This is an optimization exercise on Yosys and OpenROAD, whose aim is small area and a short achievable clock period, not a production implementation.
Only simulation tests tie the RTL to the original design; equivalence was not proved.
No activity file was given, so power comes from the tool's default toggle rates.

## cordic_top
module cordic_top (
    input  logic clk,
    input  logic signed[15:0] angle,
    output logic signed[15:0] sin, cos
);
Size: ~1000 cells after synthesis, about 49 I/O pins, ~7800 sq um of cells after synthesis.
clock: 3.3 ns
lec_check: 0
abc_area: 1
cap_margin: 20
core_margin: 2
core_utilization: 45
cts_buf_list: sky130_fd_sc_hd__clkbuf_8
setup_slack_margin: 1.3
slew_margin: 20
standard.sh (not shown) runs the stock make flow with config.mk's settings and CLKGATE_MAP_FILE= SYNTH_SCRIPT=/design/flow/synth_recipe.tcl, a recipe that flattens the netlist after the stock synthesis.
==> flow/flow/run.sh <==
#!/bin/bash
# The standard layout (standard.sh: the standard flow's synthesis and ORFS flow, unchanged), except:
# - the port buffers ORFS puts on every input and output are plain buffers
#   (sky130_fd_sc_hd__buf_1) instead of the delay buffer buffer_ports picks by default;
# - clock tree synthesis gets ORFS's usual arguments plus -dont_use_dummy_load, so it
#   adds no load-only inverters to the clock tree.
set -euo pipefail
export BUFFER_PORTS_ARGS="-buffer_cell sky130_fd_sc_hd__buf_1"
export CTS_ARGS="-sink_clustering_enable -repair_clock_nets -buf_list sky130_fd_sc_hd__clkbuf_8 -dont_use_dummy_load"
bash standard.sh > standard.log 2>&1
Rerun with:
==> flow/run.sh (new file) <==
#!/bin/bash
# synth_recipe.tcl (not shown) runs the flow's synth.tcl, then flattens the netlist and writes it again
# the make line also repeats each setting of config.mk as NAME=value (left out here)
make -C /OpenROAD-flow-scripts/flow DESIGN_CONFIG=/design/flow/config.mk WORK_HOME=/design/flow/orfs CLKGATE_MAP_FILE= SYNTH_SCRIPT=/design/flow/synth_recipe.tcl finish
--- a/flow/config.mk
+++ b/flow/config.mk
@@ -10,5 +10,4 @@
 export CORE_MARGIN = 2
 export CORE_UTILIZATION = 45
-export CTS_BUF_LIST = sky130_fd_sc_hd__clkbuf_8
-export SETUP_SLACK_MARGIN = 1.3
+export SETUP_SLACK_MARGIN = 1.4
 export SLEW_MARGIN = 20
removed: flow/flow/run.sh
removed: flow/standard.sh
What happened:
- The new run passed the timing, design-rule and antenna checks
- clock skew goes down by 18 ps
- clock-buffer cell count goes up by 3
- design area goes up by 9.7%
- non-clock buffer count goes up by 2
- critical path depth goes down by 1
- global-route usage goes down by 0.27 points
Rerun with:
==> flow/flow/run.sh (new file) <==
#!/bin/bash
# The standard layout (standard.sh: the standard flow's synthesis and ORFS flow, unchanged), except
# that the port buffers ORFS puts on every input and output are plain buffers
# (sky130_fd_sc_hd__buf_2) instead of the delay buffer buffer_ports picks by default.
set -euo pipefail
export BUFFER_PORTS_ARGS="-buffer_cell sky130_fd_sc_hd__buf_2"
bash standard.sh > standard.log 2>&1
==> flow/standard.sh (new file) <==
#!/bin/bash
# synth_recipe.tcl (not shown) runs the flow's synth.tcl, then flattens the netlist and writes it again
# the make line also repeats each setting of config.mk as NAME=value (left out here)
make -C /OpenROAD-flow-scripts/flow DESIGN_CONFIG=/design/flow/config.mk WORK_HOME=/design/flow/orfs CLKGATE_MAP_FILE= SYNTH_SCRIPT=/design/flow/synth_recipe.tcl "${@:-finish}"
--- a/flow/config.mk
+++ b/flow/config.mk
@@ -10,4 +10,6 @@
 export CORE_MARGIN = 2
 export CORE_UTILIZATION = 45
-export SETUP_SLACK_MARGIN = 1.4
+export CTS_BUF_LIST = sky130_fd_sc_hd__clkbuf_8
+export SETUP_SLACK_MARGIN = 1.3
 export SLEW_MARGIN = 20
+export TNS_END_PERCENT = 0
removed: flow/run.sh
The new run produced a clean layout.
Sequential power falls by about 3%.
Total power falls by 9.8%.
Non-clock buffer count falls by 7.
Clock power falls by 29%.
Sequential share of layout area rises by 2.7 points.
Via count falls by 1.1%.
Clock skew rises by 6.5 ps.
Rerun with:
==> flow/flow/run.sh (replaced) <==
#!/bin/bash
# The standard layout (standard.sh: the standard flow's synthesis and ORFS flow, unchanged), except:
# - the port buffers ORFS puts on every input and output are plain buffers
#   (sky130_fd_sc_hd__buf_1) instead of the delay buffer buffer_ports picks by default;
# - clock tree synthesis gets ORFS's usual arguments plus -dont_use_dummy_load, so it
#   adds no load-only inverters to the clock tree.
set -euo pipefail
export BUFFER_PORTS_ARGS="-buffer_cell sky130_fd_sc_hd__buf_1"
export CTS_ARGS="-sink_clustering_enable -repair_clock_nets -buf_list sky130_fd_sc_hd__clkbuf_8 -dont_use_dummy_load -sink_buffer_max_cap_derate 0.03"
bash standard.sh > standard.log 2>&1
--- a/flow/config.mk
+++ b/flow/config.mk
@@ -11,5 +11,4 @@
 export CORE_UTILIZATION = 45
 export CTS_BUF_LIST = sky130_fd_sc_hd__clkbuf_8
-export SETUP_SLACK_MARGIN = 1.3
+export SETUP_SLACK_MARGIN = 1.4
 export SLEW_MARGIN = 20
-export TNS_END_PERCENT = 0
=>
- worst setup slack gets better by 150 ps
- routed wire length rises by 1.7%
- global-route usage barely changes
- utilization grows by 1.0 points
- clock-buffer cell count stays the same
- die area stays the same
- power climbs by 1.2%
- hold slack hardly moves
- critical path depth goes up by 1
Rerun with:
==> flow/flow/run.sh (replaced) <==
#!/bin/bash
# The standard layout (standard.sh: the standard flow's synthesis and ORFS flow, unchanged), except
# that the port buffers ORFS puts on every input and output are plain buffers
# (sky130_fd_sc_hd__buf_2) instead of the delay buffer buffer_ports picks by default.
set -euo pipefail
export BUFFER_PORTS_ARGS="-buffer_cell sky130_fd_sc_hd__buf_2"
bash standard.sh > standard.log 2>&1
--- a/flow/config.mk
+++ b/flow/config.mk
@@ -11,4 +11,4 @@
 export CORE_UTILIZATION = 45
 export CTS_BUF_LIST = sky130_fd_sc_hd__clkbuf_8
-export SETUP_SLACK_MARGIN = 1.4
+export SETUP_SLACK_MARGIN = 1.3
 export SLEW_MARGIN = 20
Effect: The new run finished with timing, DRC and antenna clean; flip-flop and latch count stays the same; setup slack gets worse by 100 ps; area after synthesis is unchanged; die area stays the same; routed wire length fell by 1.3%; global-route usage is lower by 0.10 points; synthesized cell count is unchanged; clock-buffer cell count stays the same; power went up by 0.70%; clock skew went down by 12 ps.
Rerun with:
==> flow/flow/run.sh (replaced) <==
#!/bin/bash
# The standard layout (standard.sh: the standard flow's synthesis and ORFS flow, unchanged), except:
# - the port buffers ORFS puts on every input and output are plain buffers
#   (sky130_fd_sc_hd__buf_1) instead of the delay buffer buffer_ports picks by default;
# - clock tree synthesis gets ORFS's usual arguments plus -dont_use_dummy_load, so it
#   adds no load-only inverters to the clock tree.
set -euo pipefail
export BUFFER_PORTS_ARGS="-buffer_cell sky130_fd_sc_hd__buf_1"
export CTS_ARGS="-sink_clustering_enable -repair_clock_nets -buf_list sky130_fd_sc_hd__clkbuf_8 -dont_use_dummy_load"
bash standard.sh > standard.log 2>&1
--- a/flow/config.mk
+++ b/flow/config.mk
@@ -9,6 +9,6 @@
 export CAP_MARGIN = 20
 export CORE_MARGIN = 2
-export CORE_UTILIZATION = 45
+export CORE_UTILIZATION = 55
 export CTS_BUF_LIST = sky130_fd_sc_hd__clkbuf_8
-export SETUP_SLACK_MARGIN = 1.3
+export SETUP_SLACK_MARGIN = 1.4
 export SLEW_MARGIN = 20
Area after synthesis does not change.
Register-to-register slack got worse by 30 ps.
Die area fell by about a fifth.
Routed wire length climbs by a little under a tenth.

==> static timing again, ports no longer ideal <==
The flow's constraints put no driver on any port. The routed layouts listed below were extracted and timed again, unchanged, in two steps. Step 1, drivers: a clkbuf_16 drives clk and a buf_2 each remaining input, both assumed. Step 2 also shifts input and output timing later by t, the mid clock arrival at the registers, as if the neighbouring blocks saw the same clock. Three values: ideal, step 1, step 2; two values: the first two.
run | t, ns | slack for setup (ns) | worst setup path at the end | clock arrival spread, ns | worst slew at a driven data input, ns
the first run | 0.480 | 1.305 / 1.305 / 1.305 | register to register | 0.034 / 0.033 | 0.03
the second run | 0.473 | 1.391 / 1.391 / 1.391 | register to register | 0.016 / 0.016 | 0.03
the third run | 0.500 | 1.255 / 1.255 / 1.255 | register to register | 0.021 / 0.022 | 0.03
the fourth run | 0.475 | 1.401 / 1.401 / 1.401 | register to register | 0.032 / 0.032 | 0.03
the fifth run | 0.501 | 1.301 / 1.301 / 1.301 | register to register | 0.022 / 0.022 | 0.03
the sixth run | 0.490 | 1.275 / 1.275 / 1.275 | register to register | 0.031 / 0.031 | 0.04
After both steps every run listed still meets setup and hold.
